Background: an optimization exercise with open tools, aiming at small area, a short achievable clock period and few clock cycles. Do not read the settings as production practice. The RTL was checked by simulation tests, not by an equivalence proof against the original design. Power and IR drop assume default switching activity.

== JK ==
## alu
module alu #(
    parameter INT_W  = 4,
    parameter FRAC_W = 6,
    parameter INST_W = 4,
    parameter DATA_W = INT_W + FRAC_W
)(
    input                     i_clk,
    input                     i_rst_n,
    input                     i_valid,
    input signed [DATA_W-1:0] i_data_a,
    input signed [DATA_W-1:0] i_data_b,
    input        [INST_W-1:0] i_inst,
    output                    o_valid,
    output       [DATA_W-1:0] o_data
);
Size in the first run: about 38 flip-flops, about 38 I/O pins, about 5800 µm² of cells after synthesis.
Settings: LEC_CHECK=0, CAP_MARGIN=20, CORE_MARGIN=2, CORE_UTILIZATION=40, SETUP_SLACK_MARGIN=2.5, SLEW_MARGIN=20; clock period 9.0 ns.
run.sh (not shown) runs the stock make flow with config.mk's settings and CLKGATE_MAP_FILE= SYNTH_SCRIPT=/design/flow/synth_recipe.tcl, a recipe that flattens the netlist after the stock synthesis.
The flow did not stop early for JK: all stages ran, and the layout cleared the timing, design-rule and antenna checks.
Testbench counts of JK, summed over its fixed seeds: cycles 24,000.
Inputs modified between JK and MS:
--- a/flow/config.mk
+++ b/flow/config.mk
@@ -9,4 +9,4 @@
 export CORE_MARGIN = 2
 export CORE_UTILIZATION = 40
-export SETUP_SLACK_MARGIN = 2.5
+export SETUP_SLACK_MARGIN = 4.5
 export SLEW_MARGIN = 20
Findings:
Looking at number of nets in the layout, MS sits 111 higher than JK does. Highest ir drop seen on vdd in MS is 0.14 mV above JK. Between JK and MS, detailed-route wire length on metal 1 is higher for MS, JK comes in under that. Relative to JK, clock buffer and inverter area fraction after layout decreased by 1.2 points in MS. In the metrics for JK and MS, the one carrying the lower data arrival time of the critical path is MS.
#### Input delta (AL over MS)
==> flow/flow/run.sh (new file) <==
#!/bin/bash
# The standard layout, except that the input and output ports are buffered
# with buf_2 cells (buffer_ports otherwise picks a slow delay buffer).
set -euo pipefail
bash standard.sh "BUFFER_PORTS_ARGS=-buffer_cell sky130_fd_sc_hd__buf_2" finish > standard_flow.log 2>&1
==> flow/standard.sh (new file) <==
#!/bin/bash
# synth_recipe.tcl (not shown) runs the flow's synth.tcl, then flattens the netlist and writes it again
# the make line also repeats each setting of config.mk as NAME=value (left out here)
make -C /OpenROAD-flow-scripts/flow DESIGN_CONFIG=/design/flow/config.mk WORK_HOME=/design/flow/orfs CLKGATE_MAP_FILE= SYNTH_SCRIPT=/design/flow/synth_recipe.tcl "${@:-finish}"
--- a/flow/config.mk
+++ b/flow/config.mk
@@ -9,4 +9,4 @@
 export CORE_MARGIN = 2
 export CORE_UTILIZATION = 40
-export SETUP_SLACK_MARGIN = 4.5
+export SETUP_SLACK_MARGIN = 3.5
 export SLEW_MARGIN = 20
removed: flow/run.sh
AL has completed all stages; timing, DRC and antenna checks passed. The internal power consumption in MS is 1.6 times that in AL. Power share of the clock group (higher): AL. The run with more setup slack is MS; AL has less. Re fraction of power consumed by combinational cells: AL is 8.2 points down on MS. MS → AL: via count decreased about 13%; total number of multi-input combinational cells decreased 3. NOTE wire length after detailed routing MS->AL decreased by more than 10%. In AL, the count of clock-buffer cells in the layout came out 1 below the value in MS.

---

Setup of job 101:
alu, a different RTL version from the one above (not shown whole).
Size in the first run: roughly 800 cells after synthesis, roughly 38 I/O pins, about 5800 µm² of cells after synthesis.
==> flow/config.mk <==
export PLATFORM = sky130hd
export DESIGN_NAME = alu
export DESIGN_NICKNAME = alu
export VERILOG_FILES = /design/flow/design.v
export SDC_FILE = /design/flow/constraint.sdc
export NUM_CORES = 4
export LEC_CHECK = 0
export ABC_AREA = 1
export CAP_MARGIN = 20
export CORE_MARGIN = 2
export CORE_UTILIZATION = 30
export SETUP_SLACK_MARGIN = 3.5
export SLEW_MARGIN = 20
==> flow/constraint.sdc <==
create_clock -name core_clock -period 9.0 [get_ports {i_clk}]
set_input_delay 1.8000 -clock core_clock [delete_from_list [all_inputs] [get_ports {i_clk}]]
set_output_delay 1.8000 -clock core_clock [all_outputs]
set_load 0.01 [all_outputs]
standard.sh (not shown) runs the stock make flow with config.mk's settings and CLKGATE_MAP_FILE= SYNTH_SCRIPT=/design/flow/synth_recipe.tcl, a recipe that flattens the netlist after the stock synthesis.
==> flow/flow/run.sh <==
#!/bin/bash
# The standard layout with two changes:
#  - the input and output ports are buffered with buf_2 cells (buffer_ports
#    otherwise picks a slow delay buffer);
#  - synthesis is the standard one except for ABC's mapping: the logic from
#    the registers to o_data keeps ORFS's area script (abc_area.script), the
#    logic from the inputs to the registers, which has timing to spare, is
#    mapped for area only (abc_s1.script). flow/abc_split.tcl replaces the
#    single abc call of ORFS's synth.tcl.
set -euo pipefail
W=$PWD
awk -v blk="$W/flow/abc_split.tcl" '{
  if ($0 == "  log_cmd abc {*}$abc_args") { while ((getline l < blk) > 0) print l; close(blk) }
  else print
}' "$FLOW_HOME/scripts/synth.tcl" > synth_split.tcl
grep -q 'ABC_S1' synth_split.tcl
sed "s#source \$::env(SCRIPTS_DIR)/synth.tcl#source $W/synth_split.tcl#" synth_recipe.tcl > synth_top.tcl
grep -q 'synth_split.tcl' synth_top.tcl
bash standard.sh "BUFFER_PORTS_ARGS=-buffer_cell sky130_fd_sc_hd__buf_2" \
  "SYNTH_SCRIPT=$W/synth_top.tcl" \
  "ABC_S1=$W/flow/abc_s1.script" \
  "ABC_S2=$FLOW_HOME/scripts/abc_area.script" \
  finish > standard_flow.log 2>&1
==> flow/flow/abc_s1.script <==
strash
dc2
dch -f
map -a
topo
stime -c
buffer -c
upsize -c
dnsize -c
==> flow/flow/abc_split.tcl <==
  # Map the logic in the cone of the outputs (from the registers to o_data)
  # and the rest (from the inputs to the registers) with separate ABC scripts.
  set abc_rest [lrange $abc_args 2 end]
  select -set s2 o:o_data {%ci*:-sky130_fd_sc_hd__dfxtp_1[D,CLK]:-sky130_fd_sc_hd__dfrtp_1[D,CLK,RESET_B]}
  select -set s1 * @s2 %d
  log_cmd abc -script $::env(ABC_S1) {*}$abc_rest @s1
  log_cmd abc -script $::env(ABC_S2) {*}$abc_rest @s2
  select -clear
Job 101 | status: complete | timing, DRC, antenna: pass
Testbench counts of job 101, summed over its fixed seeds: cycles 24,000.
Changes in job 102 relative to job 101:
==> flow/flow/abc_s1.script <==
strash
dch
map -a
topo
stime -c
buffer -c
upsize -c
dnsize -c
--- a/flow/config.mk
+++ b/flow/config.mk
@@ -9,5 +9,5 @@
 export CAP_MARGIN = 20
 export CORE_MARGIN = 2
-export CORE_UTILIZATION = 30
-export SETUP_SLACK_MARGIN = 3.5
+export CORE_UTILIZATION = 40
+export SETUP_SLACK_MARGIN = 4.3
 export SLEW_MARGIN = 20
[summary]
- On final area, job 102 does worse than job 101.
- On clock-pin slew of the registers on the worst-case setup and hold paths, job 102 and job 101 are basically level.
- On aggregate global routing overflow, job 102 and job 101 are neck and neck.
- Compared with job 101, job 102 is hungrier on power.
Input changes introduced in job 103 (baseline for comparison: job 102):
==> flow/flow/run.sh <==
#!/bin/bash
# The standard layout, except that the input and output ports are buffered
# with buf_2 cells (buffer_ports otherwise picks a slow delay buffer).
set -euo pipefail
bash standard.sh "BUFFER_PORTS_ARGS=-buffer_cell sky130_fd_sc_hd__buf_2" finish > standard_flow.log 2>&1
--- a/flow/config.mk
+++ b/flow/config.mk
@@ -10,4 +10,4 @@
 export CORE_MARGIN = 2
 export CORE_UTILIZATION = 40
-export SETUP_SLACK_MARGIN = 4.3
+export SETUP_SLACK_MARGIN = 3.5
 export SLEW_MARGIN = 20
removed: flow/flow/abc_s1.script
removed: flow/flow/abc_split.tcl
==> comparison <==
- Job 103 reached the final stage; the timing, design-rule and antenna checks on its layout passed.
- No stage failed in job 102, and the final checks on the layout all came back clean.
- Job 103 ended up with o_data[8] as its endpoint of the worst setup timing path; job 102 ended up with o_data[6].
- Diff job 102 -> job 103 | net count after synthesis | increase of 83
- Job 103 falls short of job 102 in worst-case headroom to the max-slew limit.
- Relative to job 102, total wire length after detailed routing has gone down in job 103.
- Compare job 102 and job 103 | design area lower: job 103
- Between job 102 and job 103, part of the cycle the worst path needs increased.
The following lists how job 104 was set up differently from job 103:
==> flow/flow/run.sh <==
#!/bin/bash
# The standard layout with two changes:
#  - the input and output ports are buffered with buf_2 cells (buffer_ports
#    otherwise picks a slow delay buffer);
#  - synthesis is the standard one except for ABC's mapping: the logic from
#    the registers to o_data keeps ORFS's area script (abc_area.script), the
#    logic from the inputs to the registers, which has timing to spare, is
#    mapped for area only (abc_s1.script). flow/abc_split.tcl replaces the
#    single abc call of ORFS's synth.tcl.
set -euo pipefail
W=$PWD
awk -v blk="$W/flow/abc_split.tcl" '{
  if ($0 == "  log_cmd abc {*}$abc_args") { while ((getline l < blk) > 0) print l; close(blk) }
  else print
}' "$FLOW_HOME/scripts/synth.tcl" > synth_split.tcl
grep -q 'ABC_S1' synth_split.tcl
sed "s#source \$::env(SCRIPTS_DIR)/synth.tcl#source $W/synth_split.tcl#" synth_recipe.tcl > synth_top.tcl
grep -q 'synth_split.tcl' synth_top.tcl
bash standard.sh "BUFFER_PORTS_ARGS=-buffer_cell sky130_fd_sc_hd__buf_2" \
  "SYNTH_SCRIPT=$W/synth_top.tcl" \
  "ABC_S1=$W/flow/abc_s1.script" \
  "ABC_S2=$FLOW_HOME/scripts/abc_area.script" \
  finish > standard_flow.log 2>&1
==> flow/flow/abc_s1.script (new file) <==
strash
dc2
dch -f
map -a
topo
stime -c
buffer -c
upsize -c
dnsize -c
==> flow/flow/abc_split.tcl (new file) <==
  # Map the logic in the cone of the outputs (from the registers to o_data)
  # and the rest (from the inputs to the registers) with separate ABC scripts.
  set abc_rest [lrange $abc_args 2 end]
  select -set s2 o:o_data {%ci*:-sky130_fd_sc_hd__dfxtp_1[D,CLK]:-sky130_fd_sc_hd__dfrtp_1[D,CLK,RESET_B]}
  select -set s1 * @s2 %d
  log_cmd abc -script $::env(ABC_S1) {*}$abc_rest @s1
  log_cmd abc -script $::env(ABC_S2) {*}$abc_rest @s2
  select -clear
--- a/flow/config.mk
+++ b/flow/config.mk
@@ -10,4 +10,4 @@
 export CORE_MARGIN = 2
 export CORE_UTILIZATION = 40
-export SETUP_SLACK_MARGIN = 3.5
+export SETUP_SLACK_MARGIN = 4.4
 export SLEW_MARGIN = 20
Results
Job 104 went all the way through the flow, and no timing, DRC or antenna check failed. Comparing the two runs side by side, job 104 comes out ahead of job 103 on peak supply drop. Peak clock frequency supported by timing (job 104 over job 103): increase, 0.0020 GHz. Job 103 was smaller in final cell area than job 104. The sequential cell area share of job 104 falls short of that of job 103 by 0.36 points. Job 104: cell count lower than job 103. Going from job 103 to job 104, the layout buffering overhead excluding clock cells was found to have gone up by 2.3 points. Compare job 103 and job 104 | utilization higher: job 104.
The inputs of job 105 differ from those of job 104 as listed below.
==> flow/flow/abc_s1.script <==
strash
dch
map -a
topo
stime -c
buffer -c
upsize -c
dnsize -c
--- a/flow/config.mk
+++ b/flow/config.mk
@@ -10,4 +10,4 @@
 export CORE_MARGIN = 2
 export CORE_UTILIZATION = 40
-export SETUP_SLACK_MARGIN = 4.4
+export SETUP_SLACK_MARGIN = 3.5
 export SLEW_MARGIN = 20
==> comparison <==
Changes observed in job 105 relative to job 104: overall routing resource usage saw an increase; cell area saw a decrease; total routed wirelength saw a decrease.
Job 105 finished every step from synthesis to the final layout, and the layout passed the timing, design-rule and antenna checks.
Compared with job 104, job 105 shows sequential cell area share higher by 0.70 points.
The origin of the worst setup path comes out x_r[3] in one run and x_r[9] in the other, namely in job 104 and job 105 respectively.
Worst-margin pin slew: job 105 vs job 104 down 0.32 ns
On height of the die, the higher figure sits with job 105, not job 104.

## static timing again, ports no longer ideal
No port has a modelled driver above. Below, the same layouts with a new extraction and two added sets of constraints. Step 1 assumes that a clkbuf_16 drives the clock port and a buf_2 every other input. Step 2 moves the port delays by t, midway between the first and last clock arrival at a register: inputs arrive t later, outputs are due t later. That takes back most of the time a late clock gives input paths. Slacks: ideal ports / drivers / drivers and shift; pairs: ideal ports / drivers.
run	t, ns	slack for setup (ns)	worst setup path after step 2	slew at the worst register clock pin (ns)	worst slew at a driven data input, ns
JK	0.310	2.755 / 2.769 / 2.458	input to register	0.06 / 0.06	0.04
MS	0.314	3.806 / 3.767 / 3.520	input to register	0.06 / 0.06	0.06
AL	0.312	3.617 / 3.583 / 3.377	input to register	0.06 / 0.06	0.03
job 101	0.317	4.322 / 4.339 / 4.022	input to register	0.07 / 0.07	0.04
job 102	0.320	4.404 / 4.370 / 4.128	input to register	0.06 / 0.06	0.03
job 103	0.316	4.299 / 4.263 / 4.354	input to register	0.06 / 0.06	0.04
job 104	0.312	4.342 / 4.302 / 4.195	input to register	0.06 / 0.06	0.04
job 105	0.319	4.358 / 4.324 / 4.103	input to register	0.06 / 0.06	0.03
After both steps setup and hold are still met in every run listed. For job 101, which loses most, drivers alone change the setup slack by +0.017 ns; drivers and shift together by -0.300 ns.
